This design comes from an exercise in tuning for small area on the open sky130 flow, not from production work. The RTL was checked by simulation tests, not by an equivalence proof against the original design. No activity file was given, so power comes from the tool's default toggle rates.

==> design/flow/design.v <==
module  debounce(
        input                   clk                     ,
        input                   rst_n                   ,
        input                   key_in                  ,
        output  wire            key_out
);
parameter   TIME_20MS   =       10_000                          ;
reg     [ 1: 0]                 key_r                           ;
reg     [13: 0]                 cnt                             ;
always  @(posedge clk or negedge rst_n)begin
    if(rst_n==1'b0)
        key_r   <=      2'd0;
    else
        key_r   <=      {key_r[0],key_in};
end
always  @(posedge clk or negedge rst_n)begin
    if(rst_n==1'b0)
        cnt     <=      14'd0;
    else if(key_r[1])
        cnt     <=      14'd0;
    else if(cnt != TIME_20MS)
        cnt     <=      cnt + 1'b1;
end
assign  key_out =       (key_r[1] == 1'b0) && (cnt == TIME_20MS-1);
endmodule
module  snake_core(
        input                   clk                     ,
        input                   rst_n                   ,
        input                   key_left                ,
        input                   key_right               ,
        input                   key_up                  ,
        input                   key_down                ,
        input                   play                    ,
        input                   body_add_sig            ,
        input         [ 3: 0]   phase                   ,    
        input         [ 5: 0]   bx                      ,    
        input         [ 5: 0]   by                      ,
        input         [ 5: 0]   tx                      ,    
        output  reg   [ 5: 0]   head_x                  ,
        output  reg   [ 4: 0]   head_y                  ,
        output  reg             hit_body                ,
        output  reg             hit_wall                ,
        output  reg   [ 1: 0]   object
);
localparam  D_R     =   2'b00;
localparam  D_L     =   2'b01;
localparam  D_D     =   2'b10;
localparam  D_U     =   2'b11;
reg     [14: 0]     cnt0;
wire                end_cnt0    =   (cnt0 == 15'd25000);
always  @(posedge clk or negedge rst_n)begin
    if(!rst_n)
        cnt0    <=  15'd0;
    else if(end_cnt0)
        cnt0    <=  15'd0;
    else
        cnt0    <=  cnt0 + 1'b1;
end
reg     [ 2: 0]     direct;
always  @(posedge clk)begin
    if(key_left)
        direct  <=  {1'b1, D_L};
    else if(key_right)
        direct  <=  {1'b1, D_R};
    else if(key_up)
        direct  <=  {1'b1, D_U};
    else if(key_down)
        direct  <=  {1'b1, D_D};
    else
        direct  <=  3'b000;
end
reg     [ 2: 0]     status;
always  @(posedge clk)begin
    if(!play)
        status  <=  3'b000;
    else if(direct[2])begin
        if(!status[2])begin
            if(direct[1:0] != D_L)
                status  <=  direct;
        end
        else if(direct[1] != status[1])
            status  <=  direct;
    end
end
wire                moving  =   status[2];
wire    [ 1: 0]     sdir    =   status[1:0];
wire                step    =   play && moving && end_cnt0;
reg     [ 1: 0]     d   [15: 1];
reg     [ 3: 0]     n;               
reg     [ 3: 0]     nlit;            
integer             k;
wire    [ 5: 0]     hx_p    =   head_x + 1'b1;
wire    [ 5: 0]     hx_m    =   head_x - 1'b1;
wire    [ 4: 0]     hy_p    =   head_y + 1'b1;
wire    [ 4: 0]     hy_m    =   head_y - 1'b1;
always  @(posedge clk)begin
    if(!play || !moving)begin
        head_x  <=  6'd10;
        head_y  <=  5'd5;
    end
    else if(end_cnt0)begin
        case(sdir)
            D_R:    head_x  <=  hx_p;
            D_L:    head_x  <=  hx_m;
            D_D:    head_y  <=  hy_p;
            default:head_y  <=  hy_m;
        endcase
    end
end
always  @(posedge clk)begin
    if(!play)begin
        d[1]    <=  D_R;
        d[2]    <=  D_R;
    end
    else if(step)begin
        d[1]    <=  sdir;
        d[2]    <=  d[1];
    end
end
always  @(posedge clk)begin
    if(step)
        for(k = 3; k < 16; k = k + 1)
            d[k]    <=  d[k-1];
end
always  @(posedge clk)begin
    if(!play)
        n   <=  4'd2;
    else if(step && n != 4'd15)
        n   <=  n + 1'b1;
end
always  @(posedge clk)begin
    if(!play)
        nlit    <=  4'd0;
    else if(body_add_sig && nlit != 4'd13)
        nlit    <=  nlit + 1'b1;
end
function automatic lit_k(input [3:0] kk, input [3:0] nl);
    lit_k   =   (kk <= 4'd2) || ((kk - 4'd3) < nl);
endfunction
always  @(posedge clk)begin
    hit_wall    <=  play && moving && (
                    (sdir == D_R && head_x == 6'd39) ||
                    (sdir == D_L && head_x == 6'd0 ) ||
                    (sdir == D_D && head_y == 5'd29) ||
                    (sdir == D_U && head_y == 5'd0 ));
end
reg     [ 5: 0]     p_x;
reg     [ 4: 0]     p_y;
reg                 mvw;             
reg                 wdone;           
reg     [ 4: 0]     kacc;            
reg     [ 4: 0]     kcur;            
wire                ph15    =   (phase == 4'd15);
wire    [ 4: 0]     iota    =   {1'b0, phase} + mvw;
wire                ival    =   (iota <= {1'b0, n});
wire    [ 3: 0]     dix     =   phase + mvw + 1'b1;
reg     [ 1: 0]     dsel;
always  @(*)begin
    dsel    =   2'b00;
    for(k = 1; k < 16; k = k + 1)
        if(dix == k)
            dsel    =   d[k];
end
wire                pm      =   (p_x == tx) && ({1'b0, p_y} == by);
wire                m_disp  =   !wdone && ival && pm;
function automatic [4:0] kinc(input [4:0] kv);
    kinc    =   (kv[4] && kv[3:0] != 4'd15) ? {1'b1, kv[3:0] + 4'd1} : 5'd0;
endfunction
wire    [ 4: 0]     kacc_0  =   kacc[4] ? kacc : (m_disp ? {1'b1, iota[3:0]} : 5'd0);
wire    [ 4: 0]     kacc_u  =   step ? kinc(kacc_0) : kacc_0;
function automatic [4:0] kinit(input [5:0] xx, input [5:0] yy);
    if(yy != 6'd5)
        kinit   =   5'd0;
    else if(xx == 6'd10)
        kinit   =   5'b10000;
    else if(xx == 6'd9)
        kinit   =   5'b10001;
    else if(xx == 6'd8)
        kinit   =   5'b10010;
    else
        kinit   =   5'd0;
endfunction
wire    [ 5: 0]     bx_n    =   ph15 ? tx : bx;
wire    [ 5: 0]     tx_n    =   ph15 ? tx + 1'b1 : tx;
always  @(posedge clk)begin
    if(!play)begin
        kacc    <=  kinit(tx_n, by);
        kcur    <=  kinit(bx_n, by);
        wdone   <=  1'b1;
    end
    else if(ph15)begin
        kcur    <=  kacc_u;
        kacc    <=  5'd0;
        wdone   <=  1'b0;
    end
    else begin
        kacc    <=  kacc_u;
        if(step)
            kcur    <=  kinc(kcur);
    end
end
always  @(posedge clk)begin
    mvw     <=  ph15 ? step : (mvw | step);
    if(ph15)begin
        p_x     <=  head_x;
        p_y     <=  head_y;
    end
    else begin
        case(dsel)
            D_R:    p_x <=  p_x - 1'b1;
            D_L:    p_x <=  p_x + 1'b1;
            D_D:    p_y <=  p_y - 1'b1;
            default:p_y <=  p_y + 1'b1;
        endcase
    end
end
wire                head_on =   (head_x == bx) && ({1'b0, head_y} == by);
always  @(posedge clk)begin
    if(head_on)
        object  <=  2'b01;
    else if(kcur[4] && kcur[3:0] != 4'd0 && lit_k(kcur[3:0], nlit))
        object  <=  2'b10;
    else
        object  <=  2'b00;
end
reg     [ 2: 0]     kd  [ 3: 0];
reg                 hdone;
reg     [ 2: 0]     kmin_hit;
wire                hacc    =   !hdone && !wdone && !mvw;
wire                hv      =   (iota != 5'd0) && (iota <= 5'd13) && ival;
wire                ex0     =   (p_x == head_x);
wire                eyz     =   (p_y == head_y);
wire    [ 3: 0]     hm;
assign  hm[D_R]     =   (p_x == hx_p) && eyz;
assign  hm[D_L]     =   (p_x == hx_m) && eyz;
assign  hm[D_D]     =   ex0 && (p_y == hy_p);
assign  hm[D_U]     =   ex0 && (p_y == hy_m);
wire    [ 2: 0]     kval    =   iota[3:1] + 3'd1;
integer             j;
always  @(posedge clk)begin
    if(ph15 && !hdone && (wdone || mvw || step))begin
        for(j = 0; j < 4; j = j + 1)
            kd[j]   <=  3'd0;
    end
    else begin
        for(j = 0; j < 4; j = j + 1)
            if(hacc && hv && hm[j] && kd[j] == 3'd0)
                kd[j]   <=  kval;
    end
end
always  @(posedge clk)begin
    if(!play || step)
        hdone   <=  1'b0;
    else if(ph15 && !wdone && !mvw)
        hdone   <=  1'b1;
end
always  @(posedge clk)begin
    if(!play)
        kmin_hit    <=  3'd0;
    else if(step)begin
        if(n == 4'd2)
            kmin_hit    <=  (sdir == D_L) ? 3'd1 : 3'd0;
        else
            kmin_hit    <=  kd[sdir];
    end
end
wire                hit_chain   =   (kmin_hit != 3'd0) && lit_k({kmin_hit, 1'b0}, nlit);
always  @(posedge clk)begin
    hit_body    <=  hit_chain;
end
endmodule
module  Greedy_snake(
        input                   clk                     ,
        input                   rst_n                   ,
        input         [ 3: 0]   KEY                     ,
        output  wire            VGA_SYNC_N              ,
        output  wire            VGA_BLANK_N             ,
        output  wire            VGA_HS                  ,
        output  wire            VGA_VS                  ,
        output  wire  [ 7: 0]   VGA_R                   ,
        output  wire  [ 7: 0]   VGA_G                   ,
        output  wire  [ 7: 0]   VGA_B                   ,
        output  wire  [15: 0]   ROM_START_ADDR          ,
        input         [ 7: 0]   ROM_START_Q             ,
        output  wire  [15: 0]   ROM_END_ADDR            ,
        input         [ 7: 0]   ROM_END_Q
);
localparam  G_START =   2'd0;
localparam  G_PLAY  =   2'd1;
localparam  G_END   =   2'd2;
wire    key_left, key_right, key_up, key_down;
debounce u_k3(.clk(clk), .rst_n(rst_n), .key_in(KEY[3]), .key_out(key_left ));
debounce u_k2(.clk(clk), .rst_n(rst_n), .key_in(KEY[2]), .key_out(key_right));
debounce u_k1(.clk(clk), .rst_n(rst_n), .key_in(KEY[1]), .key_out(key_up   ));
debounce u_k0(.clk(clk), .rst_n(rst_n), .key_in(KEY[0]), .key_out(key_down ));
reg     [ 9: 0]     px;
reg     [ 9: 0]     py;
wire                px_eol  =   (px == 10'd880);
always  @(posedge clk or negedge rst_n)begin
    if(!rst_n)
        px  <=  10'd881;
    else if(px == 10'd639)
        px  <=  10'd864;
    else
        px  <=  px + 1'b1;
end
always  @(posedge clk or negedge rst_n)begin
    if(!rst_n)
        py  <=  10'd490;
    else if(px_eol)begin
        if(py == 10'd524)
            py  <=  10'd0;
        else
            py  <=  py + 1'b1;
    end
end
wire    x_vis   =   ~(px[9] & px[8]);
wire    y_vis   =   (py < 10'd480);
wire    valid   =   x_vis & y_vis;
wire    [5:0]   bx  =   px[9:4];
wire    [5:0]   by  =   py[9:4];
wire    wall    =   (bx == 6'd0) || (bx == 6'd39) || (by == 6'd0) || (by == 6'd29);
wire    corner  =   (px[3:1] == 3'd0) && ((py[3:0] == 4'd0) || (py[3:0] == 4'd15));
wire    hs_d    =   ~((px >= 10'd881) && (px <= 10'd976));
wire    vs_d    =   ~((py == 10'd490) || (py == 10'd491));
wire    rd_en   =   (px >= 10'd220) && (px < 10'd420) && (py >= 10'd140) && (py < 10'd340);
reg     [15: 0]     rom_addr;
always  @(posedge clk or negedge rst_n)begin
    if(!rst_n)
        rom_addr    <=  16'd0;
    else if(rd_en)begin
        if(rom_addr == 16'd39999)
            rom_addr    <=  16'd0;
        else
            rom_addr    <=  rom_addr + 1'b1;
    end
end
assign  ROM_START_ADDR  =   rom_addr;
assign  ROM_END_ADDR    =   rom_addr;
reg     [ 1: 0]     gstat;
reg     [ 1: 0]     gstat_n;
wire                hit_wall, hit_body;
always  @(*)begin
    case(gstat)
        G_START:    gstat_n = (key_right | key_up | key_down) ? G_PLAY : G_START;
        G_PLAY:     gstat_n = (hit_body | hit_wall) ? G_END : G_PLAY;
        G_END:      gstat_n = (key_left | key_right | key_up | key_down) ? G_START : G_END;
        default:    gstat_n = G_START;
    endcase
end
always  @(posedge clk or negedge rst_n)begin
    if(!rst_n)
        gstat   <=  G_START;
    else
        gstat   <=  gstat_n;
end
wire    play    =   (gstat == G_PLAY);
reg     [ 5: 0]     cx;
reg     [ 4: 0]     cy;
reg     [11: 0]     ca;
wire                end_ca  =   (ca == 12'd2500);
reg     [ 5: 0]     apple_x;
reg     [ 4: 0]     apple_y;
reg                 body_add_sig;
wire    [ 5: 0]     head_x;
wire    [ 4: 0]     head_y;
wire                eat     =   end_ca && (apple_x == head_x) && (apple_y == head_y);
always  @(posedge clk or negedge rst_n)begin
    if(!rst_n)begin
        cx  <=  6'd0;
        cy  <=  5'd0;
        ca  <=  12'd0;
    end
    else begin
        cx  <=  (cx == 6'd37) ? 6'd0 : cx + 1'b1;
        cy  <=  (cy == 5'd27) ? 5'd0 : cy + 1'b1;
        ca  <=  end_ca ? 12'd0 : ca + 1'b1;
    end
end
always  @(posedge clk or negedge rst_n)begin
    if(!rst_n)begin
        apple_x         <=  6'd10;
        apple_y         <=  5'd13;
        body_add_sig    <=  1'b0;
    end
    else begin
        body_add_sig    <=  eat;
        if(eat)begin
            apple_x     <=  cx;
            apple_y     <=  cy;
        end
    end
end
wire    [ 1: 0]     object;
snake_core  u_snake(
        .clk            (clk            ),
        .rst_n          (rst_n          ),
        .key_left       (key_left       ),
        .key_right      (key_right      ),
        .key_up         (key_up         ),
        .key_down       (key_down       ),
        .play           (play           ),
        .body_add_sig   (body_add_sig   ),
        .phase          (px[3:0]        ),
        .bx             (bx             ),
        .tx             (bx + 6'd1      ),
        .by             (by             ),
        .head_x         (head_x         ),
        .head_y         (head_y         ),
        .hit_body       (hit_body       ),
        .hit_wall       (hit_wall       ),
        .object         (object         )
);
wire    apple_on    =   (bx == apple_x) && (by == {1'b0,apple_y});
wire    snake_on    =   (object != 2'b00) && !corner;
wire    c_r         =   valid & (wall | apple_on);
wire    c_g         =   valid & !wall & (apple_on | snake_on);
wire    c_b         =   valid & !wall & !apple_on & snake_on & (object == 2'b10);
reg     [ 7: 0]     mid;
reg     [ 7: 0]     outq;
reg                 out_play;
reg                 hs_q, vs_q;
wire    [ 7: 0]     rom_q   =   (gstat_n == G_END) ? ROM_END_Q : ROM_START_Q;
always  @(posedge clk or negedge rst_n)begin
    if(!rst_n)begin
        mid         <=  8'd0;
        outq        <=  8'd0;
        out_play    <=  1'b0;
        hs_q        <=  1'b0;
        vs_q        <=  1'b0;
    end
    else begin
        if(gstat_n == G_PLAY)
            mid     <=  {c_r, c_r, c_r, c_g, c_g, c_g, c_b, c_b};
        else if(rd_en)
            mid     <=  rom_q;
        else
            mid     <=  8'd0;
        outq        <=  mid;
        out_play    <=  play;
        hs_q        <=  hs_d;
        vs_q        <=  vs_d;
    end
end
assign  VGA_R       =   {outq[7:5], {5{outq[7] & out_play}}};
assign  VGA_G       =   {outq[4:2], {5{outq[4] & out_play}}};
assign  VGA_B       =   {outq[1:0], {6{outq[1] & out_play}}};
assign  VGA_HS      =   hs_q;
assign  VGA_VS      =   vs_q;
assign  VGA_BLANK_N =   hs_q & vs_q;
assign  VGA_SYNC_N  =   1'b0;
endmodule
==> design/flow/run.sh <==
#!/bin/bash
# synth_recipe.tcl (not shown) runs the flow's synth.tcl, then flattens the netlist and writes it again
# the make line also repeats each setting of config.mk as NAME=value (left out here)
make -C /OpenROAD-flow-scripts/flow DESIGN_CONFIG=/design/flow/config.mk WORK_HOME=/design/flow/orfs CLKGATE_MAP_FILE= SYNTH_SCRIPT=/design/flow/synth_recipe.tcl finish
==> design/flow/config.mk <==
export PLATFORM = sky130hd
export DESIGN_NAME = Greedy_snake
export DESIGN_NICKNAME = Greedy_snake
export VERILOG_FILES = /design/flow/design.v
export SDC_FILE = /design/flow/constraint.sdc
export NUM_CORES = 4
export LEC_CHECK = 0
export CAP_MARGIN = 20
export CORE_MARGIN = 2
export CORE_UTILIZATION = 40
export SLEW_MARGIN = 20
==> design/flow/constraint.sdc <==
create_clock -name core_clock -period 8.0 [get_ports {clk}]
set_input_delay 1.6000 -clock core_clock [delete_from_list [all_inputs] [get_ports {clk}]]
set_output_delay 1.6000 -clock core_clock [all_outputs]
set_load 0.01 [all_outputs]
==> results of run 1 <==
-- synthesized netlist by cell type, types with 7 or more instances --
master	number	area, sq um
a211oi_1	7	52.6
a21oi_1	83	415
a31oi_1	17	106
and2_1	13	81.3
and3_1	24	150
and4_1	9	78.8
buf_1	9	33.8
buf_2	10	50.1
buf_4	31	233
clkbuf_1	44	165
dfrtp_1	154	3850
dfstp_2	17	447
dfxtp_1	56	1120
edfxtp_1	42	1260
ha_1	66	826
inv_1	64	240
mux2_2	17	191
mux2i_1	21	210
nand2_1	138	518
nand2b_1	20	125
nand3_1	79	395
nand3b_1	9	67.6
nand4_1	35	219
nor2_1	156	586
nor2b_1	14	87.6
nor3_1	35	175
nor4_1	9	56.3
nor4b_1	9	78.8
o211ai_1	7	52.6
o21ai_0	84	420
o31ai_1	7	52.6
or3_1	26	163
or4_1	12	90.1
xnor2_1	106	928
xor2_1	71	622
-- final cells by class --
cell class                 count  area share, %
clock buffer                  48           5.77
clock inverter                 8          0.436
inverter                      66           1.44
multi-input combinational   1170           44.7
sequential                   269           38.8
tap                          511           3.71
timing repair buffer          91           5.13
-- stage by stage --
stage	cell area, sq um	setup WS [ns]	cells
3_3_place_gp	16200	3.31	2107
4_1_cts	17200	3.17	2163
3_5_place_dp	16200	3.18	2107
6_report	17200	3.16	2163
2_1_floorplan	15100	4.07	1601
5_1_grt	17200	2.79	2163
-- per-layer routing --
layer / vias up / share of wire, %
li1: 5638 / -
met1: 5482 / 47
met2: 244 / 46
met3: 52 / 4.0
met4: 0 / 2.8
met5: - / 0
-- flip-flops by register name (all words and copies together) (netlist names), 5 cells and up --
register	cells
u_k3.cnt	14
u_snake.p_x	6
u_snake.kd	12
u_snake.head_y	5
u_snake.cnt0	15
mid	8
u_snake.head_x	6
cy	5
rom_addr	16
u_k0.cnt	14
u_snake.d	30
u_k1.cnt	14
u_k2.cnt	14
outq	8
u_snake.kcur	5
px	10
u_snake.kacc	5
apple_y	5
ca	12
cx	6
apple_x	6
py	10
u_snake.p_y	5
-- power groups by stage --
stage	logic, mW	registers [mW]	clock network, mW
after floorplan	0.0160	1.42	0
after global placement	0.0433	1.43	0
after global routing	0.0503	1.40	1.55
final	0.0423	1.40	1.45
after CTS	0.0444	1.40	1.49
after detailed placement	0.0444	1.43	0
-- logic make-up after synthesis --
family | count (synthesis) | share of synthesized area [%]
other | 1 | 0.0248
and+or+nand+nor | 613 | 20.6
xor gates and xnor gates | 180 | 10.6
DFF | 269 | 44.2
AOI/OAI and AO/OA | 267 | 10.8
buffers and inverters | 162 | 4.97
muxes | 41 | 3.10
adders and majority gates | 68 | 5.72
-- path summary, 6_finish.rpt --
| kind | cells past startpoint | endpoint |
|---|---|---|
| setup / recovery | 16 | u_snake.p_y[4] |
| hold / removal | 0 | outq[1] |
| setup reg to reg | 16 | u_snake.p_y[4] |
| hold reg to reg | 0 | outq[1] |
| max in group asynchronous | 2 | px[3] |
| min in group asynchronous | 1 | u_k3.cnt[1] |
==> results_dict.tcl, run 1 <==
set metrics [dict create \
    status "finished clean" \
    register_area_sq_um 6680 \
    met3_usage_pct 2.15 \
    cap_viol_max_count 0 \
    finalSetupViolCount 0 \
    hold_start "mid[1]" \
    vias 11416 \
    hold_viol 0 \
    path_buf_inv 1 \
    hold_ws_ns 0.345 \
    htree_levels 1 \
    cts_made_buffers 30 \
    synthFlopType "dfrtp_1" \
    crit_required_ns 8.32 \
    min_period_ns 4.84 \
    antenna_found_initial 0 \
    fillers 3576 \
    grt_max_degree 63 \
    timing.rr.start "px[0]" \
    ir_drop_v 0.000160 \
    syn_inst 1601 \
    routed_via_density 5.28 \
    multiInputGateArea_sq_um 7700 \
    ys_seq_area_share_pct 44.2 \
    core_area_sq_um 37500 \
    worst_slew_pin_slew_ns 1.01 \
    pwr-share-clk_pct 50.2 \
    crit_fanout 25 \
    clk_pin_slew_ns 0.06 \
    diodes 0 \
    startpoint "px[0]" \
    p_total_mw 2.89 \
    rrSetupSlack_ns 3.16 \
    nets 1718 \
    io_buffers 80 \
    yosys_warnings 5 \
    top_usage_layer "met2" \
    clkLatencyLatePin_ns 0.57 \
    fmax_mhz 207 \
    worstSetupStartpointType "flop" \
    die_h_um 198 \
    final_cell_mix "nor2_1, dfrtp_1, nand2_1" \
    gr-total-overflow 0 \
    post_route_cells_drive_above_1_share_pct 7.81 \
    grt_use_total_pct 17.8 \
    cts_resized 0 \
    combPwrFrac_pct 1.5 \
    cts_tree "yes" \
    worstPathArrival_ns 5.16 \
    final_max_slew_viol_count 0 \
    crit_chain "inv_1 > ha_1 > mux4_2 > and3_1 > a41oi_1 > nand4_1 > o32a_1 > nor2_1 > ha_1 > a21o_1 > a21oi_1 > xnor2_1 > nand2_1 > nor2_1 > mux2i_1 > o211a_1" \
    totalNegativeSetupSlack_ns 0 \
    p_leak_nw 6.89 \
    start_util_pct 40.4 \
    wire_per_inst_um 15.9 \
    fin_skew_ns 0.0135 \
    use_met2_pct 28.8 \
    ant_nets 0 \
    top_level_ports 82 \
    syn2layout_area_growth_pct 13.9 \
    die-area_sq_um 39400 \
    syn_area_per_cell_sq_um 9.45 \
    drt_iter0_markers 637 \
    clk_path_buf_depth 3 \
    p_int_mw 2.29 \
    synthDistinctLibCells 87 \
    end_kind "flop" \
    ys_ff_latch 269 \
    synthesis.area_sq_um 15100 \
    p_sw_mw 0.605 \
    first_pass_iters 5 \
    postCtsSetupBuffers 0 \
    grt_pass1_wl_um 57100 \
    rsz0062_at_grt "false" \
    row_count 71 \
    syn_nets 1691 \
    synth_edf_count 42 \
    layout_commonest_cell "nor2_1" \
    switching_share_pct 20.9 \
    route.detailed.drc 0 \
    p_per_area_nw_per_um2 168 \
    fin_util_pct 46.0 \
    cts_num_sinks 269 \
    postCtsHoldBufs 0 \
    p_seq_share_pct 48.4 \
    crit_type "flop to flop" \
    use_met1_pct 24.9 \
    cp_slowest_cell "ha_1" \
    wl_um 34400 \
    period_share_pct 60.5 \
    path_delay_family "adder cells" \
    root_buffer "clkbuf_16" \
    async_reset_ff_share_pct 63.6 \
    dieWidth_um 198 \
    maxSlewHeadroom_pct 32.8 \
    slowest_delay_ns 0.84 \
    hold_class "flop to flop" \
    gp_congestion 0.849 \
    dp_hpwl_um 24500 \
    grt_pass1_vias 11027 \
]
==> run 2: changes to the inputs <==
--- a/design/flow/design.v
+++ b/design/flow/design.v
@@ -6,10 +6,12 @@
 );
-parameter   TIME_20MS   =       10_000                          ;
-reg     [ 1: 0]                 key_r                           ;
+localparam  [13: 0]     DB_B    =   14'h36a;
+reg                             key_r                           ;
 reg     [13: 0]                 cnt                             ;
+wire                            at_b    =   (cnt == DB_B);
+wire    [13: 0]                 stp     =   {cnt[12:0], ~(cnt[13] ^ cnt[12] ^ cnt[11] ^ cnt[1])};
 always  @(posedge clk or negedge rst_n)begin
     if(rst_n==1'b0)
-        key_r   <=      2'd0;
+        key_r   <=      1'b0;
     else
-        key_r   <=      {key_r[0],key_in};
+        key_r   <=      key_in;
 end
@@ -17,9 +19,11 @@
     if(rst_n==1'b0)
+        cnt     <=      14'd1;
+    else if(key_r)
         cnt     <=      14'd0;
-    else if(key_r[1])
-        cnt     <=      14'd0;
-    else if(cnt != TIME_20MS)
-        cnt     <=      cnt + 1'b1;
+    else if(at_b)
+        cnt     <=      14'h3fff;
+    else
+        cnt     <=      stp;
 end
-assign  key_out =       (key_r[1] == 1'b0) && (cnt == TIME_20MS-1);
+assign  key_out =       at_b;
 endmodule
@@ -48,11 +52,11 @@
 localparam  D_U     =   2'b11;
+localparam  [14: 0]     MV_A    =   15'h393a;
+localparam  [14: 0]     MV_R    =   15'h7275;
 reg     [14: 0]     cnt0;
-wire                end_cnt0    =   (cnt0 == 15'd25000);
+wire                end_cnt0    =   (cnt0 == MV_A);
 always  @(posedge clk or negedge rst_n)begin
     if(!rst_n)
-        cnt0    <=  15'd0;
-    else if(end_cnt0)
-        cnt0    <=  15'd0;
+        cnt0    <=  MV_R;
     else
-        cnt0    <=  cnt0 + 1'b1;
+        cnt0    <=  {cnt0[13:0], ~(cnt0[14] ^ cnt0[13]) ^ end_cnt0};
 end
@@ -357,6 +361,11 @@
 wire    play    =   (gstat == G_PLAY);
-reg     [ 5: 0]     cx;
-reg     [ 4: 0]     cy;
+reg     [ 4: 0]     cx_hi;           
+reg     [ 2: 0]     cy_hi;           
+wire    [ 1: 0]     t_lo    =   px[1:0] - 2'd1;
+wire    [ 5: 0]     cx      =   {cx_hi, t_lo[0]};
+wire    [ 4: 0]     cy      =   {cy_hi, t_lo};
+localparam  [11: 0]     AP_A    =   12'hdb6;
+localparam  [11: 0]     AP_R    =   12'hb6c;
 reg     [11: 0]     ca;
-wire                end_ca  =   (ca == 12'd2500);
+wire                end_ca  =   (ca == AP_A);
 reg     [ 5: 0]     apple_x;
@@ -369,10 +378,12 @@
     if(!rst_n)begin
-        cx  <=  6'd0;
-        cy  <=  5'd0;
-        ca  <=  12'd0;
+        cx_hi   <=  5'd0;
+        cy_hi   <=  3'd0;
+        ca  <=  AP_R;
     end
     else begin
-        cx  <=  (cx == 6'd37) ? 6'd0 : cx + 1'b1;
-        cy  <=  (cy == 5'd27) ? 5'd0 : cy + 1'b1;
-        ca  <=  end_ca ? 12'd0 : ca + 1'b1;
+        if(t_lo[0])
+            cx_hi   <=  (cx_hi == 5'd18) ? 5'd0 : cx_hi + 1'b1;
+        if(t_lo == 2'd3)
+            cy_hi   <=  (cy_hi == 3'd6) ? 3'd0 : cy_hi + 1'b1;
+        ca  <=  {ca[10:0], ~(ca[11] ^ ca[10] ^ ca[9] ^ ca[3]) ^ end_ca};
     end
--- a/design/flow/config.mk
+++ b/design/flow/config.mk
@@ -7,5 +7,6 @@
 export LEC_CHECK = 0
+export ABC_AREA = 1
 export CAP_MARGIN = 20
 export CORE_MARGIN = 2
-export CORE_UTILIZATION = 40
+export CORE_UTILIZATION = 60
 export SLEW_MARGIN = 20
==> run 2 against run 1 <==
  * Still clean on timing, DRC and antenna
  * Final cell count is 8.6% lower
  * Critical path depth is 11 higher
  * First-iteration DRC count is 34% higher
  * Register-to-register slack better by 0.18 ns
  * Design area is 9.5% lower
  * Core utilization is 23 points higher
  * Via count is 3.1% lower
  * Clock skew hardly changed
  * Clock power is 9.7% lower
  * Combinational power is 19% lower
  * Highest routed layer unchanged
==> results_dict.tcl, run 2 <==
set metrics [dict create \
    hold_viol 0 \
    fin_skew_ns 0.0134 \
    crit_top_cell "inv_1" \
    reg2reg_to "u_snake.p_x[5]" \
    diodes 0 \
    routed_via_density 5.59 \
    gr-total-overflow 0 \
    min_period_ns 4.66 \
    p_per_area_nw_per_um2 174 \
    grt_use_total_pct 26.6 \
    pwr-share-clk_pct 48.5 \
    fin_cells 1978 \
    clk_pin_slew_ns 0.06 \
    syn2layout_area_growth_pct 12.4 \
    totalNegativeSetupSlack_ns 0 \
    synth_edf_count 42 \
    route.detailed.drc 0 \
    top_level_ports 82 \
    async_reset_ff_share_pct 62.6 \
    grt_max_degree 103 \
    slowest_delay_ns 0.64 \
    placed_cells 1924 \
    cts_resized 0 \
    row_count 55 \
    largest_register_ffs 30 \
    finalSetupViolCount 0 \
    worst_slew_pin_slew_ns 0.910 \
    ir_drop_v 0.000140 \
    final_area_sq_um 15600 \
    cp.depth 27 \
    ys_seq_area_share_pct 47.1 \
    ys_ff_latch 262 \
    hold_end "outq[5]" \
    cp_slowest_cell "dfstp_2" \
    grt_pass1_vias 10572 \
    postCtsHoldBufs 0 \
    largest_register "u_snake.d" \
    die-area_sq_um 24400 \
    post-synth-top-count-cell "inv_1" \
    dieWidth_um 156 \
    fmax_mhz 215 \
    core_area_sq_um 22600 \
    crit_required_ns 8.32 \
    hold_start "mid[5]" \
    post_route_cells_drive_above_1_share_pct 7.56 \
    gp_congestion 0.909 \
    path_buf_inv 6 \
    syn_nets 1710 \
    die_h_um 156 \
    top_regs "u_snake.d: 30 flops, rom_addr: 16 flops, u_snake.cnt0: 15 flops" \
    rrSetupSlack_ns 3.34 \
    htree_levels 1 \
    postCtsSetupBuffers 0 \
    syn_area_per_cell_sq_um 8.53 \
    timing.rr.start "px[0]" \
    min_path_cells 0 \
    root_buffer "clkbuf_16" \
    crit_type "flop to flop" \
    p_sw_mw 0.577 \
    yosys-top-cells-count "inv_1, nand2_1, nor2_1" \
    wire_per_inst_um 16.3 \
    hold_class "flop to flop" \
    antenna_found_initial 0 \
    dp_hpwl_um 23300 \
    ant_nets 0 \
    layout_commonest_cell "inv_1" \
    nets 1753 \
    switching_share_pct 21.3 \
    clkLatencyLatePin_ns 0.56 \
    synth_area_leader_cell "dfrtp_1" \
    cts_tree "yes" \
    wl_um 32200 \
    cap_viol_max_count 0 \
    cts_num_sinks 262 \
    p_leak_nw 6.68 \
    rsz0062_at_grt "false" \
    vias 11061 \
    final_max_slew_viol_count 0 \
    start_util_pct 61.3 \
    synth_top_area_share_pct 22.9 \
    final_cell_mix "inv_1, nand2_1, nor2_1" \
    combPwrFrac_pct 1.3 \
    end_kind "flop" \
    period_share_pct 58.2 \
    syn_inst 1627 \
    crit_fanout 9 \
    synthFlopType "dfrtp_1" \
    first_pass_iters 5 \
    worstSetupStartpointType "flop" \
    worstPathArrival_ns 4.97 \
    reg2reg_depth 27 \
    synthDistinctLibCells 62 \
    io_buffers 80 \
    p_seq_share_pct 50.2 \
    maxSlewHeadroom_pct 39.3 \
    fin_util_pct 68.9 \
    yosys_warnings 5 \
    clk_path_buf_depth 3 \
    synthesis.area_sq_um 13900 \
    grt_pass1_wl_um 52300 \
    synthTopCellsByArea "dfrtp_1, edfxtp_1, dfxtp_1" \
    status "finished clean" \
    placed_area_sq_um 14700 \
    cts_made_buffers 29 \
    path_delay_family "simple AND/OR/NAND/NOR gates" \
    drt_iter0_markers 852 \
    p_int_mw 2.13 \
]
## run 2: worst max path at each step
stage / to / startpoint / slack (ns)
2_1_floorplan: u_snake.p_x[5] / px[0] / 4.06
3_3_place_gp: u_snake.p_x[5] / px[0] / 3.53
3_5_place_dp: u_snake.p_x[5] / px[0] / 3.39
4_1_cts: u_snake.p_x[5] / px[0] / 3.36
5_1_grt: u_snake.p_x[5] / px[0] / 2.97
6_report: u_snake.p_x[5] / px[0] / 3.34
## run 2: final cells by class
type	instances	area (sq um)
fill	1836	7040
sequential	262	6530
multi-input combinational	1044	5990
inverter	248	933
timing repair buffer	85	840
clock buffer	40	797
tap	285	357
clock inverter	14	145
## run 2: power groups by stage
stage / Sequential, mW / Combinational (mW) / Clock (mW)
after floorplan: 1.38 / 0.0104 / 0
after global placement: 1.39 / 0.0352 / 0
after detailed placement: 1.39 / 0.0357 / 0
after CTS: 1.36 / 0.0357 / 1.34
after global routing: 1.36 / 0.0401 / 1.39
final: 1.36 / 0.0342 / 1.31
## run 2: kinds of logic (layout without fill, tap and decap cells)
| kind of cell | after synthesis | count (layout) | share of synthesized area [%] |
|---|---|---|---|
| other | 1 | 1 | 0.0270 |
| DFF | 262 | 262 | 47.1 |
| buffers and inverters | 321 | 387 | 9.76 |
| xor gates and xnor gates | 94 | 94 | 6.04 |
| adders and majority gates | 61 | 61 | 5.61 |
| and+or+nand+nor | 642 | 642 | 21.4 |
| AOI/OAI and AO/OA | 246 | 246 | 10.1 |
## run 2: layer usage
layer | routed length (um) | GRT usage, % | share of wire [%] | vias up
met1 | 14100 | 35.3 | 44 | 5194
met3 | 1850 | 4.06 | 5.7 | 76
met5 | 0 | 0 | 0 | -
met2 | 15200 | 44.5 | 47 | 331
li1 | - | - | - | 5460
met4 | 1110 | 9.70 | 3.5 | 0
## run 2: through the flow
| stage | hold WS, ns | power [mW] | setup WS (ns) |
|---|---|---|---|
| finish | 0.344 | 2.71 | 3.34 |
| global route | 0.354 | 2.79 | 2.97 |
| CTS | 0.349 | 2.73 | 3.36 |
| detailed placement | 0.336 | 1.42 | 3.39 |
| global placement | 0.333 | 1.42 | 3.53 |
| floorplan | 0.331 | 1.39 | 4.06 |
==> run 3: changes to the inputs <==
==> design/flow/flow/run.sh (new file) <==
#!/bin/bash
# Own layout flow: the standard flow, with two changes.
#  1. After the standard synthesis, the gates between the flip-flops are
#     mapped again by ABC with an area script (flow/resynth.tcl); the
#     flip-flops keep their instances, names and cell types.
#  2. Port buffers use the smallest buffer cell (buf_1).
# Each tool's output goes to a log file of its own in the work folder.
set -euo pipefail
W=$PWD
R=$W/orfs/results/$FLOW_PLATFORM/Greedy_snake/base
LIB=$FLOW_HOME/platforms/$FLOW_PLATFORM/lib/sky130_fd_sc_hd__tt_025C_1v80.lib
YOSYS=$(command -v yosys || echo "$FLOW_HOME/../tools/install/yosys/bin/yosys")

bash standard.sh synth > $W/log_1_standard_synth.log 2>&1
cp $R/1_2_yosys.v $W/standard_1_2_yosys.v

RS_LIB=$LIB RS_IN=$W/standard_1_2_yosys.v RS_OUT=$W/resynth.v \
RS_ABC=$W/flow/area.abc RS_TOP=$FLOW_TOP \
  "$YOSYS" -c $W/flow/resynth.tcl > $W/log_2_resynth.log 2>&1

cp $W/resynth.v $R/1_2_yosys.v
rm -f $R/1_synth.odb $R/1_synth.sdc
bash standard.sh "BUFFER_PORTS_ARGS=-buffer_cell sky130_fd_sc_hd__buf_1" finish \
  > $W/log_3_standard_finish.log 2>&1
==> design/flow/flow/area.abc (new file) <==
strash
&get -n
&fraig -x
&put
scorr
dc2
strash
&get -n
&dch -f
&nf -R 1000
&put
==> design/flow/flow/resynth.tcl (new file) <==
# Re-map the combinational logic of the standard synthesis netlist for area.
# Every flip-flop stays as it is: same instance, name and cell type; only the
# gates between them are mapped again, by ABC with an area-oriented script.
yosys -import
set lib    $::env(RS_LIB)
set in     $::env(RS_IN)
set out    $::env(RS_OUT)
set script $::env(RS_ABC)
read_liberty -ignore_miss_func $lib
# sequential and tie cells stay opaque instances
foreach m [list sky130_fd_sc_hd__df* sky130_fd_sc_hd__edf* sky130_fd_sc_hd__sdf* \
             sky130_fd_sc_hd__sedf* sky130_fd_sc_hd__dl* sky130_fd_sc_hd__sdl* \
             sky130_fd_sc_hd__conb_1] {
  catch { blackbox $m }
}
read_verilog -overwrite $in
hierarchy -top $::env(RS_TOP)
flatten
opt -purge
set dont {}
foreach p {sky130_fd_sc_hd__lpflow_* sky130_fd_sc_hd__probe* sky130_fd_sc_hd__bleeder*} {
  lappend dont -dont_use $p
}
abc -liberty $lib {*}$dont -script $script
opt_clean -purge
hilomap -singleton -hicell sky130_fd_sc_hd__conb_1 HI -locell sky130_fd_sc_hd__conb_1 LO
opt_clean -purge
tee -o $out.stat stat -liberty $lib
write_verilog -noattr -noexpr -nohex -nodec $out
==> design/flow/standard.sh (new file) <==
#!/bin/bash
# synth_recipe.tcl (not shown) runs the flow's synth.tcl, then flattens the netlist and writes it again
# the make line also repeats each setting of config.mk as NAME=value (left out here)
make -C /OpenROAD-flow-scripts/flow DESIGN_CONFIG=/design/flow/config.mk WORK_HOME=/design/flow/orfs CLKGATE_MAP_FILE= SYNTH_SCRIPT=/design/flow/synth_recipe.tcl "${@:-finish}"
--- a/design/flow/config.mk
+++ b/design/flow/config.mk
@@ -11,2 +11,5 @@
 export CORE_UTILIZATION = 60
+export CTS_BUF_LIST = sky130_fd_sc_hd__clkbuf_16
+export CTS_CLUSTER_DIAMETER = 100
+export CTS_CLUSTER_SIZE = 25
 export SLEW_MARGIN = 20
removed: design/flow/run.sh
==> run 3 against run 2 <==
  * First-iteration DRC count shrank 11%
  * Global-route usage increased by 0.25 points
  * Register-to-register slack got worse by 0.77 ns
  * Core utilization decreased by 2.1 points
  * Hold slack gained 0.012 ns
  * Non-clock buffer count up 8
  * Critical path depth down 12
  * Clock skew increased by 0.013 ns
  * Critical endpoint unchanged
  * Largest power group unchanged
==> results_dict.tcl, run 3 <==
set metrics [dict create \
    status "finished clean" \
    diodes 0 \
    crit_chain "a21oi_1 > or2_0 > and2_0 > a222oi_1 > a21oi_1 > a211oi_1 > nand4_1 > or2_0 > a21o_1 > o21a_1 > maj3_1 > maj3_1 > maj3_1 > xnor2_1 > a21oi_1" \
    syn_inst 1163 \
    drt-met1-wl_um 12200 \
    fmax_mhz 184 \
    final_max_slew_viol_count 0 \
    cp_slowest_cell "dfstp_2" \
    cts_made_buffers 14 \
    ir_drop_v 0.000238 \
    reg2reg_depth 15 \
    row_count 51 \
    finalSetupViolCount 0 \
    worstSetupStartpointType "flop" \
    switching_share_pct 20.8 \
    startpoint "px[0]" \
    gp_congestion 0.882 \
    clk_path_buf_depth 3 \
    largest_register_ffs 30 \
    cp.depth 15 \
    grt_pass1_vias 8653 \
    synthesis.area_sq_um 11700 \
    cts_num_sinks 262 \
    min_period_ns 5.43 \
    p_sw_mw 0.447 \
    route.top_layer_used "met4" \
    route.detailed.drc 0 \
    hold_class "flop to flop" \
    first_pass_iters 6 \
    routed_via_density 5.95 \
    start_util_pct 60.7 \
    endpoint "u_snake.p_x[5]" \
    wl_um 27400 \
    postCtsSetupBuffers 0 \
    cts_resized 0 \
    reg2reg_to "u_snake.p_x[5]" \
    gr-total-overflow 0 \
    final_cell_mix "nor2_1, dfrtp_1, nand2_1" \
    antenna_found_initial 0 \
    clkLatencyLatePin_ns 0.50 \
    wire_per_inst_um 17.7 \
    die_h_um 144 \
    dieWidth_um 144 \
    post_route_cells_drive_above_1_share_pct 5.47 \
    root_buffer "clkbuf_16" \
    rrSetupSlack_ns 2.57 \
    p_per_area_nw_per_um2 167 \
    path_delay_family "simple AND/OR/NAND/NOR gates" \
    fin_skew_ns 0.0263 \
    top_regs "u_snake.d: 30 flops, rom_addr: 16 flops, u_snake.cnt0: 15 flops" \
    cap_viol_max_count 0 \
    path_buf_inv 0 \
    p_leak_nw 5.07 \
    grt_max_degree 84 \
    dp_slack_ns 2.59 \
    p_seq_share_pct 63.1 \
    dr_wl_met2_um 12800 \
    syn2layout_area_growth_pct 9.94 \
    crit_fanout 14 \
    maxSlewHeadroom_pct 29.0 \
    io_buffers 80 \
    vias 9186 \
    grt_use_total_pct 26.8 \
    syn_nets 1185 \
    combPwrFrac_pct 1.3 \
    nets 1294 \
    end_kind "flop" \
    die-area_sq_um 20700 \
    clk_pin_slew_ns 0.10 \
    worst_slack_ns 2.57 \
    dp_hpwl_um 19500 \
    rsz0062_at_grt "false" \
    slowest_delay_ns 0.72 \
    p_int_mw 1.71 \
    drt_iter0_markers 755 \
    pwr-share-clk_pct 35.6 \
    core_area_sq_um 19300 \
    yosys_warnings 5 \
    top_level_ports 82 \
    hold_viol 0 \
    postCtsHoldBufs 0 \
    wl_met3_um 1600 \
    cts_tree "yes" \
    layout_commonest_cell "nor2_1" \
    worstPathArrival_ns 5.67 \
    largest_register "u_snake.d" \
    min_path_cells 0 \
    period_share_pct 67.9 \
    totalNegativeSetupSlack_ns 0 \
    grt_pass1_wl_um 44200 \
    worst_slew_pin_slew_ns 1.04 \
    crit_type "flop to flop" \
    ant_nets 0 \
    htree_levels 1 \
    crit_required_ns 8.24 \
    syn_area_per_cell_sq_um 10.1 \
    timing.rr.start "px[0]" \
]
-- run 3: per-stage QoR --
stage                     hold WS (ns)  cells  cell area (sq um)  total power, mW  utilization (%)
after floorplan                  0.331   1163              11700             1.39                -
after global placement           0.331   1521              12500             1.42             64.6
after detailed placement         0.335   1521              12500             1.42             64.6
after CTS                        0.360   1545              12900             2.18             66.8
after global routing             0.371   1545              12900             2.23             66.8
final                            0.356   1545              12900             2.15             66.8
-- run 3: cell type report --
type	instances	area (sq um)
Timing Repair Buffer	93	405
Multi-Input combinational cell	858	5060
Clock inverter	9	42.5
Fill cell	1533	6420
Tap cell	265	332
Sequential cell	262	6530
Clock buffer	15	375
Inverter	43	161
-- run 3: metal layers --
metal	track usage (%)	vias up
met4	7.74	0
li1	-	4401
met3	3.87	50
met1	38.7	4467
met2	42.6	268
met5	0	-
-- run 3: worst min path at each step --
stage / from / endpoint
floorplan: mid[0] / outq[0]
global placement: mid[0] / outq[0]
detailed placement: mid[7] / outq[7]
CTS: mid[3] / outq[3]
global route: mid[6] / outq[6]
finish: mid[3] / outq[3]
-- run 3: power groups by stage --
stage	logic (mW)	clock network, mW	registers (mW)
after global placement	0.0290	0	1.39
after floorplan	0.00714	0	1.38
final	0.0283	0.766	1.36
after detailed placement	0.0294	0	1.39
after CTS	0.0295	0.789	1.36
after global routing	0.0334	0.839	1.36
==> run 4: changes to the inputs <==
--- a/design/flow/design.v
+++ b/design/flow/design.v
@@ -93,3 +93,3 @@
 reg     [ 3: 0]     n;               
-reg     [ 3: 0]     nlit;            
+reg     [ 3: 0]     llit;            
 integer             k;
@@ -136,8 +136,8 @@
     if(!play)
-        nlit    <=  4'd0;
-    else if(body_add_sig && nlit != 4'd13)
-        nlit    <=  nlit + 1'b1;
+        llit    <=  4'd2;
+    else if(body_add_sig && llit != 4'd15)
+        llit    <=  llit + 1'b1;
 end
-function automatic lit_k(input [3:0] kk, input [3:0] nl);
-    lit_k   =   (kk <= 4'd2) || ((kk - 4'd3) < nl);
+function automatic lit_k(input [3:0] kk, input [3:0] ll);
+    lit_k   =   (kk <= ll);
 endfunction
@@ -224,3 +224,3 @@
         object  <=  2'b01;
-    else if(kcur[4] && kcur[3:0] != 4'd0 && lit_k(kcur[3:0], nlit))
+    else if(kcur[4] && kcur[3:0] != 4'd0 && lit_k(kcur[3:0], llit))
         object  <=  2'b10;
@@ -234,9 +234,11 @@
 wire                hv      =   (iota != 5'd0) && (iota <= 5'd13) && ival;
-wire                ex0     =   (p_x == head_x);
-wire                eyz     =   (p_y == head_y);
+wire    [ 5: 0]     rdx     =   p_x - head_x;
+wire    [ 4: 0]     rdy     =   p_y - head_y;
+wire                ex0     =   (rdx == 6'd0);
+wire                eyz     =   (rdy == 5'd0);
 wire    [ 3: 0]     hm;
-assign  hm[D_R]     =   (p_x == hx_p) && eyz;
-assign  hm[D_L]     =   (p_x == hx_m) && eyz;
-assign  hm[D_D]     =   ex0 && (p_y == hy_p);
-assign  hm[D_U]     =   ex0 && (p_y == hy_m);
+assign  hm[D_R]     =   (rdx == 6'd1) && eyz;
+assign  hm[D_L]     =   (rdx == 6'h3f) && eyz;
+assign  hm[D_D]     =   ex0 && (rdy == 5'd1);
+assign  hm[D_U]     =   ex0 && (rdy == 5'h1f);
 wire    [ 2: 0]     kval    =   iota[3:1] + 3'd1;
@@ -270,3 +272,3 @@
 end
-wire                hit_chain   =   (kmin_hit != 3'd0) && lit_k({kmin_hit, 1'b0}, nlit);
+wire                hit_chain   =   (kmin_hit != 3'd0) && (kmin_hit <= llit[3:1]);
 always  @(posedge clk)begin
@@ -390,2 +392,5 @@
 end
+always  @(posedge clk)begin
+    body_add_sig    <=  eat;
+end
 always  @(posedge clk or negedge rst_n)begin
@@ -394,6 +399,4 @@
         apple_y         <=  5'd13;
-        body_add_sig    <=  1'b0;
     end
     else begin
-        body_add_sig    <=  eat;
         if(eat)begin
==> run 4 against run 3 <==
  * Still clean
  * Global-route usage is 1.1 points lower
  * Sequential power is essentially flat
  * Count of clock-buffer cells in the layout unchanged
  * Sequential share of layout area increased by 0.11 points
  * Flip-flop and latch count stayed put
  * Combinational power hardly changed
  * Critical path type unchanged
  * Largest cell class unchanged
  * Highest routed layer unchanged
==> results_dict.tcl, run 4 <==
set metrics [dict create \
    diodes 0 \
    finalSetupViolCount 0 \
    path_delay_family "compound AO/OA/AOI/OAI gates" \
    largest_register_ffs 30 \
    yosys_warnings 5 \
    hold_viol 0 \
    grt_pass1_wl_um 42200 \
    wire_per_inst_um 16.9 \
    maxSlewHeadroom_pct 36.2 \
    cap_viol_max_count 0 \
    synthesis.area_sq_um 11700 \
    cts_tree "yes" \
    drt_iter0_markers 706 \
    crit_required_ns 8.24 \
    rsz0062_at_grt "false" \
    reg2reg_depth 12 \
    fmax_mhz 228 \
    gr-total-overflow 0 \
    routed_via_density 5.77 \
    layout_commonest_cell "nor2_1" \
    p_per_area_nw_per_um2 168 \
    core_area_sq_um 19300 \
    grt_use_total_pct 25.7 \
    syn_nets 1204 \
    postCtsHoldBufs 0 \
    fin_util_pct 66.6 \
    cts_resized 0 \
    final_max_slew_viol_count 0 \
    path_buf_inv 0 \
    clk_path_buf_depth 3 \
    hold_class "flop to flop" \
    syn2layout_area_growth_pct 9.70 \
    worstSetupStartpointType "flop" \
    fin_cells 1562 \
    die-area_sq_um 20700 \
    top_regs "u_snake.d: 30 flops, rom_addr: 16 flops, u_snake.cnt0: 15 flops" \
    htree_levels 1 \
    route.detailed.drc 0 \
    postCtsSetupBuffers 0 \
    fin_skew_ns 0.0266 \
    grt_pass1_vias 8198 \
    post_route_cells_drive_above_1_share_pct 5.09 \
    first_pass_iters 6 \
    worst_slack_ns 3.62 \
    dieWidth_um 144 \
    gp_congestion 0.915 \
    ir_drop_v 0.000239 \
    timing.rr.start "px[0]" \
    clkLatencyLatePin_ns 0.50 \
    rrSetupSlack_ns 3.62 \
    cp.depth 12 \
    antenna_found_initial 0 \
    root_buffer "clkbuf_16" \
    clk_pin_slew_ns 0.11 \
    placed_cells 1538 \
    crit_fanout 17 \
    nets 1311 \
    p_leak_nw 5.14 \
    slowest_delay_ns 0.77 \
    io_buffers 80 \
    reg2reg_to "u_snake.p_y[4]" \
    worst_slew_pin_slew_ns 0.946 \
    dp_hpwl_um 18800 \
    p_total_mw 2.16 \
    start_util_pct 60.7 \
    crit_chain "o21ai_0 > xnor2_1 > nor2_1 > a32oi_1 > nand3_1 > o22ai_1 > nor2_1 > maj3_1 > maj3_1 > o21ai_0 > xnor2_1 > a21oi_1" \
    end_kind "flop" \
    die_h_um 144 \
    startpoint "px[0]" \
    row_count 51 \
    wl_um 26300 \
    ant_nets 0 \
    endpoint "u_snake.p_y[4]" \
    cts_num_sinks 262 \
    min_period_ns 4.38 \
    crit_type "flop to flop" \
    totalNegativeSetupSlack_ns 0 \
    worstPathArrival_ns 4.62 \
    syn_inst 1182 \
    syn_area_per_cell_sq_um 9.93 \
    cts_made_buffers 14 \
    status "finished clean" \
    top_level_ports 82 \
    final_cell_mix "nor2_1, dfrtp_1, nand2_1" \
    period_share_pct 54.7 \
    vias 9006 \
    largest_register "u_snake.d" \
    grt_max_degree 79 \
    dp_slack_ns 3.72 \
    cp_slowest_cell "dfstp_2" \
]
run 4: worst min-delay path by stage:
| stage | start | to | slack (ns) | depth (start not counted) |
|---|---|---|---|---|
| after floorplan | mid[0] | outq[0] | 0.33 | 0 |
| after global placement | mid[2] | outq[2] | 0.33 | 0 |
| after detailed placement | mid[7] | outq[7] | 0.33 | 0 |
| after CTS | mid[1] | outq[1] | 0.35 | 0 |
| after global routing | mid[0] | outq[0] | 0.37 | 0 |
| final | mid[1] | outq[1] | 0.35 | 0 |
run 4: power breakdown:
group	internal [mW]	leakage (nW)	switching [mW]
logic	0.00784	1.94	0.0203
clock network	0.346	0.231	0.425
registers	1.35	2.97	0.00658
total	1.71	5.14	0.452
run 4: final cells by class:
cell class / instances / area [sq um]
timing repair buffer: 91 / 387
clock buffer: 15 / 375
tap: 265 / 332
clock inverter: 9 / 43.8
multi-input combinational: 871 / 5020
inverter: 49 / 184
sequential: 262 / 6530
fill: 1637 / 6460
run 4: through the flow:
stage	area, sq um	hold WS (ns)
after floorplan	11700	0.331
after global placement	12500	0.332
after detailed placement	12500	0.335
after CTS	12900	0.353
after global routing	12900	0.366
final	12900	0.354
run 4: worst register-to-register path, delay by kind of cell (launching register included):
kind / cells / cell delay (ns)
AO/OA/AOI/OAI: 5 / 1.25
adder cells (fa/ha/maj): 2 / 0.85
flip-flops: 1 / 0.77
XOR/XNOR: 2 / 0.68
AND/OR/NAND/NOR: 3 / 0.58
run 4: metal layers:
metal  vias up  part of all wire [%]  track usage, %
met5         -                     0               0
met4         0                   2.6            7.48
met3        49                   5.1            2.97
met2       257                    46            40.8
met1      4270                    47            37.7
li1       4430                     -               -
==> run 5: changes to the inputs <==
--- a/design/flow/design.v
+++ b/design/flow/design.v
@@ -6,3 +6,3 @@
 );
-localparam  [13: 0]     DB_B    =   14'h36a;
+localparam  [13: 0]     DB_B    =   14'h184b;
 reg                             key_r                           ;
@@ -10,3 +10,3 @@
 wire                            at_b    =   (cnt == DB_B);
-wire    [13: 0]                 stp     =   {cnt[12:0], ~(cnt[13] ^ cnt[12] ^ cnt[11] ^ cnt[1])};
+wire    [13: 0]                 stp     =   {cnt[12:0], ~(cnt[13] ^ cnt[12])};
 always  @(posedge clk or negedge rst_n)begin
@@ -167,3 +167,11 @@
 end
-wire                pm      =   (p_x == tx) && ({1'b0, p_y} == by);
+wire                hitwin  =   (bx[5:2] == 4'b1110) && (bx[1:0] != 2'd3);
+wire    [ 1: 0]     hj      =   (bx[1:0] == 2'd0) ? d[1] : {~d[1][1], bx[1]};
+wire    [ 5: 0]     t_x     =   !hitwin         ? tx    :
+                                (hj == D_R)     ? hx_p  :
+                                (hj == D_L)     ? hx_m  : head_x;
+wire    [ 5: 0]     t_y     =   !hitwin         ? by    :
+                                (hj == D_D)     ? {1'b0, hy_p} :
+                                (hj == D_U)     ? {1'b0, hy_m} : {1'b0, head_y};
+wire                pm      =   (p_x == t_x) && ({1'b0, p_y} == t_y);
 wire                m_disp  =   !wdone && ival && pm;
@@ -229,34 +237,8 @@
 end
-reg     [ 2: 0]     kd  [ 3: 0];
-reg                 hdone;
+reg     [ 2: 0]     kd  [ 2: 0];
 reg     [ 2: 0]     kmin_hit;
-wire                hacc    =   !hdone && !wdone && !mvw;
-wire                hv      =   (iota != 5'd0) && (iota <= 5'd13) && ival;
-wire    [ 5: 0]     rdx     =   p_x - head_x;
-wire    [ 4: 0]     rdy     =   p_y - head_y;
-wire                ex0     =   (rdx == 6'd0);
-wire                eyz     =   (rdy == 5'd0);
-wire    [ 3: 0]     hm;
-assign  hm[D_R]     =   (rdx == 6'd1) && eyz;
-assign  hm[D_L]     =   (rdx == 6'h3f) && eyz;
-assign  hm[D_D]     =   ex0 && (rdy == 5'd1);
-assign  hm[D_U]     =   ex0 && (rdy == 5'h1f);
-wire    [ 2: 0]     kval    =   iota[3:1] + 3'd1;
-integer             j;
-always  @(posedge clk)begin
-    if(ph15 && !hdone && (wdone || mvw || step))begin
-        for(j = 0; j < 4; j = j + 1)
-            kd[j]   <=  3'd0;
-    end
-    else begin
-        for(j = 0; j < 4; j = j + 1)
-            if(hacc && hv && hm[j] && kd[j] == 3'd0)
-                kd[j]   <=  kval;
-    end
-end
+wire    [ 2: 0]     kval    =   (kacc_u[4] && kacc_u[3:0] != 4'd15) ? kacc_u[3:1] + 3'd1 : 3'd0;
 always  @(posedge clk)begin
-    if(!play || step)
-        hdone   <=  1'b0;
-    else if(ph15 && !wdone && !mvw)
-        hdone   <=  1'b1;
+    if(ph15 && hitwin)
+        kd[bx[1:0]] <=  kval;
 end
@@ -268,4 +250,8 @@
             kmin_hit    <=  (sdir == D_L) ? 3'd1 : 3'd0;
+        else if(sdir == d[1])
+            kmin_hit    <=  kd[0];
+        else if(sdir[1] != d[1][1])
+            kmin_hit    <=  sdir[0] ? kd[2] : kd[1];
         else
-            kmin_hit    <=  kd[sdir];
+            kmin_hit    <=  3'd1;
     end
==> run 5 against run 4 <==
  * Sequential power is essentially flat
  * Critical path depth grew 6
  * Synthesized cell count shrank 2.7%
  * Core utilization grew 1.0 points
  * Routed wire length grew 4.2%
  * Flip-flop and latch count shrank 4
  * Die area shrank 1.3%
  * Combinational power shrank about 10%
  * Sequential share of layout area grew 0.64 points
  * Hold slack lost 0.019 ns
==> results_dict.tcl, run 5 <==
set metrics [dict create \
    dp_hpwl_um 19700 \
    grt_pass1_vias 8525 \
    root_buffer "clkbuf_16" \
    reg2reg_to "u_snake.kcur[3]" \
    wl_um 27400 \
    rsz0062_at_grt "false" \
    use_met1_pct 40.2 \
    routed_via_density 5.93 \
    crit_fanout 14 \
    wire_per_inst_um 18.0 \
    nets 1282 \
    p_sw_mw 0.445 \
    first_pass_iters 7 \
    dieWidth_um 143 \
    cap_viol_max_count 0 \
    clk_pin_slew_ns 0.10 \
    syn_area_per_cell_sq_um 10.1 \
    min_path_cells 0 \
    ant_nets 0 \
    gp_congestion 0.974 \
    period_share_pct 65.4 \
    combPwrFrac_pct 1.2 \
    clk_path_buf_depth 3 \
    cts_resized 0 \
    totalNegativeSetupSlack_ns 0 \
    yosys_warnings 4 \
    vias 9059 \
    synthesis.area_sq_um 11600 \
    p_seq_share_pct 63.4 \
    clkLatencyLatePin_ns 0.50 \
    crit_required_ns 8.22 \
    final_max_slew_viol_count 0 \
    p_total_mw 2.12 \
    largest_register "u_snake.d" \
    layout_commonest_cell "nor2_1" \
    grt_max_degree 65 \
    reg2reg_depth 18 \
    cts_made_buffers 14 \
    p_per_area_nw_per_um2 167 \
    hold_end "outq[7]" \
    largest_register_ffs 30 \
    route.detailed.drc 0 \
    fmax_mhz 191 \
    core_area_sq_um 18800 \
    worst_slew_pin_slew_ns 0.999 \
    hold_viol 0 \
    ir_drop_v 0.000211 \
    use_met2_pct 43.4 \
    finalSetupViolCount 0 \
    top_regs "u_snake.d: 30 flops, rom_addr: 16 flops, u_snake.cnt0: 15 flops" \
    final_cell_mix "nor2_1, dfrtp_1, nand2_1" \
    worstPathArrival_ns 5.45 \
    p_int_mw 1.68 \
    hold_class "flop to flop" \
    postCtsHoldBufs 0 \
    cts_tree "yes" \
    syn_nets 1172 \
    row_count 50 \
    top_level_ports 82 \
    syn2layout_area_growth_pct 9.96 \
    post_route_cells_drive_above_1_share_pct 5.44 \
    met3_usage_pct 2.98 \
    final_area_sq_um 12700 \
    placed_area_sq_um 12300 \
    cts_num_sinks 258 \
    fillers 1492 \
    hold_ws_ns 0.335 \
    fin_util_pct 67.6 \
    syn_inst 1150 \
    pwr-share-clk_pct 35.5 \
    end_kind "flop" \
    top_usage_layer "met2" \
    io_buffers 80 \
    antenna_found_initial 0 \
    start_util_pct 61.5 \
    fin_skew_ns 0.0284 \
    hold_start "mid[7]" \
    gr-total-overflow 0 \
    die-area_sq_um 20400 \
    status "finished clean" \
    worstSetupStartpointType "flop" \
    rrSetupSlack_ns 2.77 \
    drt_iter0_markers 752 \
    switching_share_pct 21.0 \
    timing.rr.start "px[5]" \
    p_leak_nw 4.93 \
    diodes 0 \
    grt_pass1_wl_um 44300 \
    min_period_ns 5.23 \
    postCtsSetupBuffers 0 \
    grt_use_total_pct 27.4 \
    crit_type "flop to flop" \
    htree_levels 1 \
    die_h_um 143 \
    maxSlewHeadroom_pct 31.7 \
]
[run 5: cell types whose count changed in the layout (fill, tap and decap cells not counted), moves of 7 or more]
cell and delta:
a22o_1 -11, dfxtp_1 -13, edfxtp_1 +9, nand2_1 +9, nor4_1 -7, o21ai_0 -14, xor2_1 -22
[run 5: per-stage QoR]
stage                     cells  worst slack (ns)
after floorplan            1150              3.82
after global placement     1504              3.01
after detailed placement   1504              2.92
after CTS                  1528              2.89
after global routing       1528              2.29
final                      1528              2.77
[run 5: layer usage]
layer / wire length (um) / vias up
met5: 0 / -
met1: 12400 / 4370
met3: 1480 / 56
met2: 12700 / 273
met4: 838 / 0
li1: - / 4360
[run 5: critical path, cell delays in order, from the launching register on]
cell and delay [ns]:
dfstp_2 0.72, nor2_1 0.16, xnor2_1 0.60, nor2_1 0.21, a21oi_1 0.18, a21oi_1 0.11
xnor2_1 0.14, nor4_1 0.32, nand4_1 0.12, a2111oi_0 0.80, or2_0 0.27, nand3_1 0.16
a21oi_1 0.23, nand2b_1 0.11, o21ai_0 0.37, nand2_1 0.13, nand2_1 0.14, o22a_1 0.15
nor2_1 0.04
[run 5: worst max-delay path by stage]
stage,depth (start not counted),to,start
finish,18,u_snake.kcur[3],px[5]
global route,18,u_snake.kcur[0],px[5]
CTS,18,u_snake.kcur[3],px[5]
detailed placement,18,u_snake.kcur[0],px[5]
global placement,18,u_snake.kcur[3],px[5]
floorplan,18,u_snake.kcur[0],px[5]
[run 5: layout make-up]
cell class / instances / area (sq um) / share of cell area (%)
Timing Repair Buffer: 94 / 409 / 3.21
Tap cell: 260 / 325 / 2.56
Clock buffer: 14 / 350 / 2.75
Clock inverter: 10 / 66.3 / 0.521
Multi-Input combinational cell: 848 / 4880 / 38.3
Sequential cell: 258 / 6540 / 51.4
Inverter: 44 / 165 / 1.30
[run 5: power groups by stage]
stage | clock network (mW) | logic [mW] | registers (mW)
finish | 0.752 | 0.0252 | 1.34
global route | 0.821 | 0.0302 | 1.35
CTS | 0.770 | 0.0264 | 1.34
detailed placement | 0 | 0.0264 | 1.37
global placement | 0 | 0.0259 | 1.37
floorplan | 0 | 0.00509 | 1.37
==> run 6: changes to the inputs <==
--- a/design/flow/design.v
+++ b/design/flow/design.v
@@ -215,14 +215,4 @@
     mvw     <=  ph15 ? step : (mvw | step);
-    if(ph15)begin
-        p_x     <=  head_x;
-        p_y     <=  head_y;
-    end
-    else begin
-        case(dsel)
-            D_R:    p_x <=  p_x - 1'b1;
-            D_L:    p_x <=  p_x + 1'b1;
-            D_D:    p_y <=  p_y - 1'b1;
-            default:p_y <=  p_y + 1'b1;
-        endcase
-    end
+    p_x     <=  ph15 ? head_x : p_x + {{5{dsel == D_R}}, !dsel[1]};
+    p_y     <=  ph15 ? head_y : p_y + {{4{dsel == D_D}}, dsel[1]};
 end
==> run 6 against run 5 <==
  * Critical path type unchanged
  * Synthesized cell count grew 0.35%
  * Area after synthesis shrank 0.21%
  * Power increased by 0.94%
  * Count of clock-buffer cells in the layout rose by 2
  * Non-clock buffer count down 5
  * Largest cell class unchanged
  * Critical path depth shrank 1
  * Sequential power barely moved
  * Die area decreased by 0.20%
==> results_dict.tcl, run 6 <==
set metrics [dict create \
    status "finished clean" \
    totalNegativeSetupSlack_ns 0 \
    period_share_pct 66.0 \
    die_h_um 143 \
    syn_area_per_cell_sq_um 10.0 \
    io_buffers 80 \
    crit_fanout 20 \
    final_cell_mix "nor2_1, dfrtp_1, nand2_1" \
    dp_hpwl_um 18500 \
    pwr-share-clk_pct 36.4 \
    synthesis.area_sq_um 11600 \
    fillers 1516 \
    endpoint "u_snake.kcur[4]" \
    startpoint "px[5]" \
    wl_um 26400 \
    drt_iter0_markers 704 \
    slowest_delay_ns 0.78 \
    p_per_area_nw_per_um2 168 \
    grt_max_degree 82 \
    p_total_mw 2.14 \
    grt_pass1_vias 8478 \
    layout_commonest_cell "nor2_1" \
    min_period_ns 5.28 \
    postCtsSetupBuffers 0 \
    dr_wl_met2_um 12100 \
    cts_tree "yes" \
    worst_slew_pin_slew_ns 1.01 \
    grt_use_total_pct 26.5 \
    vias 9001 \
    postCtsHoldBufs 0 \
    route.detailed.drc 0 \
    syn_nets 1176 \
    cts_resized 0 \
    first_pass_iters 5 \
    top_regs "u_snake.d: 30 flops, rom_addr: 16 flops, u_snake.cnt0: 15 flops" \
    gr-total-overflow 0 \
    dieWidth_um 143 \
    nets 1281 \
    cts_num_sinks 258 \
    drt-met1-wl_um 12000 \
    p_sw_mw 0.438 \
    start_util_pct 61.4 \
    post_route_cells_drive_above_1_share_pct 5.21 \
    ant_nets 0 \
    largest_register_ffs 30 \
    fmax_mhz 189 \
    clkLatencyLatePin_ns 0.49 \
    htree_levels 1 \
    row_count 50 \
    wire_per_inst_um 17.3 \
    yosys_warnings 4 \
    root_buffer "clkbuf_16" \
    p_seq_share_pct 62.4 \
    crit_type "flop to flop" \
    ir_drop_v 0.000217 \
    hold_viol 0 \
    worstSetupStartpointType "flop" \
    antenna_found_initial 0 \
    maxSlewHeadroom_pct 30.8 \
    cap_viol_max_count 0 \
    final_max_slew_viol_count 0 \
    finalSetupViolCount 0 \
    timing.rr.start "px[5]" \
    crit_required_ns 8.25 \
    die-area_sq_um 20400 \
    route.top_layer_used "met4" \
    wl_met3_um 1580 \
    clk_pin_slew_ns 0.10 \
    end_kind "flop" \
    gp_congestion 0.969 \
    fin_util_pct 67.5 \
    rrSetupSlack_ns 2.72 \
    cts_made_buffers 14 \
    combPwrFrac_pct 1.2 \
    routed_via_density 5.89 \
    clk_path_buf_depth 3 \
    fin_skew_ns 0.0261 \
    largest_register "u_snake.d" \
    crit_chain "nor2_1 > xnor2_1 > nor2_1 > o21ai_0 > a22o_1 > nor2_1 > a2111oi_0 > nand4_1 > a2111oi_0 > nand3_1 > nor2b_1 > nor3_1 > nand3_1 > nand2b_1 > nor2_1 > o21ai_0 > nand2_1" \
    switching_share_pct 20.5 \
    reg2reg_depth 17 \
    p_int_mw 1.70 \
    grt_pass1_wl_um 43100 \
    reg2reg_to "u_snake.kcur[4]" \
    core_area_sq_um 18800 \
    worstPathArrival_ns 5.53 \
    top_level_ports 82 \
    hold_class "flop to flop" \
    p_leak_nw 5.00 \
    syn_inst 1154 \
    crit_top_cell "nor2_1" \
    rsz0062_at_grt "false" \
    cp_slowest_cell "dfstp_2" \
    diodes 0 \
    syn2layout_area_growth_pct 9.97 \
]
==> run 6: per-layer routing <==
metal / global-route usage [%] / vias up
met2: 42.3 / 262
met1: 37.4 / 4299
met5: 0 / -
met3: 4.46 / 60
li1: - / 4380
met4: 8.29 / 0
==> run 6: cell type report <==
type                            count  area (sq um)  share of cell area, %
Timing Repair Buffer               89           372                   2.92
Clock inverter                      8          42.5                  0.335
Clock buffer                       16           400                   3.15
Sequential cell                   258          6430                   50.6
Multi-Input combinational cell    854          4980                   39.2
Tap cell                          260           325                   2.56
Inverter                           42           158                   1.24
==> run 6: worst min path at each step <==
stage	depth (start not counted)	slack [ns]	to	from
2_1_floorplan	0	0.33	outq[0]	mid[0]
3_3_place_gp	0	0.33	outq[5]	mid[5]
3_5_place_dp	0	0.33	outq[4]	mid[4]
4_1_cts	0	0.35	u_snake.cnt0[6]	u_snake.cnt0[5]
5_1_grt	0	0.35	u_snake.cnt0[6]	u_snake.cnt0[5]
6_report	0	0.35	u_snake.cnt0[6]	u_snake.cnt0[5]
==> run 6: through the flow <==
step                cell area (sq um)  setup WS (ns)  cells  hold WS, ns
floorplan                       11600           1.71   1154        0.331
global placement                12300           3.37   1503        0.332
detailed placement              12300           3.05   1503        0.335
CTS                             12700           2.96   1527        0.350
global route                    12700           2.35   1527        0.347
finish                          12700           2.72   1527        0.353
==> run 6: critical path: cells and delay by family (launching register included) <==
kind / cells / cell delay (ns)
xor gates and xnor gates: 1 / 0.68
AOI/OAI and AO/OA: 5 / 1.53
and+or+nand+nor: 11 / 2.04
DFF: 1 / 0.78
==> run 6: power groups by stage <==
| stage | Clock, mW | Sequential [mW] | Combinational (mW) |
|---|---|---|---|
| after floorplan | 0 | 1.36 | 0.00560 |
| after global placement | 0 | 1.36 | 0.0264 |
| after detailed placement | 0 | 1.36 | 0.0270 |
| after CTS | 0.801 | 1.34 | 0.0270 |
| after global routing | 0.846 | 1.34 | 0.0306 |
| final | 0.779 | 1.34 | 0.0257 |

## static timing again, ports no longer ideal
No port has a modelled driver above. Below, the same layouts with a new extraction and two added sets of constraints. Step 1, drivers: a clkbuf_16 drives clk and a buf_2 each remaining input, both assumed. Step 2, shift: input delay + t, output delay - t, t = (earliest + latest rising clock arrival at the registers) / 2. This alone moves slack from input paths to output paths. Three values: ideal ports, drivers, drivers and shift; two values: the first two.
run | shift t [ns] | slack for setup (ns) | worst data-port slew with drivers (ns)
run 1 | 0.614 | 3.164 / 3.164 / 3.164 | 0.04
run 2 | 0.607 | 3.341 / 3.341 / 3.341 | 0.04
run 3 | 0.535 | 2.569 / 2.569 / 2.569 | 0.03
run 4 | 0.539 | 3.621 / 3.621 / 3.621 | 0.03
run 5 | 0.535 | 2.770 / 2.770 / 2.770 | 0.05
run 6 | 0.526 | 2.719 / 2.719 / 2.719 | 0.03
After both steps every run listed still meets setup and hold.
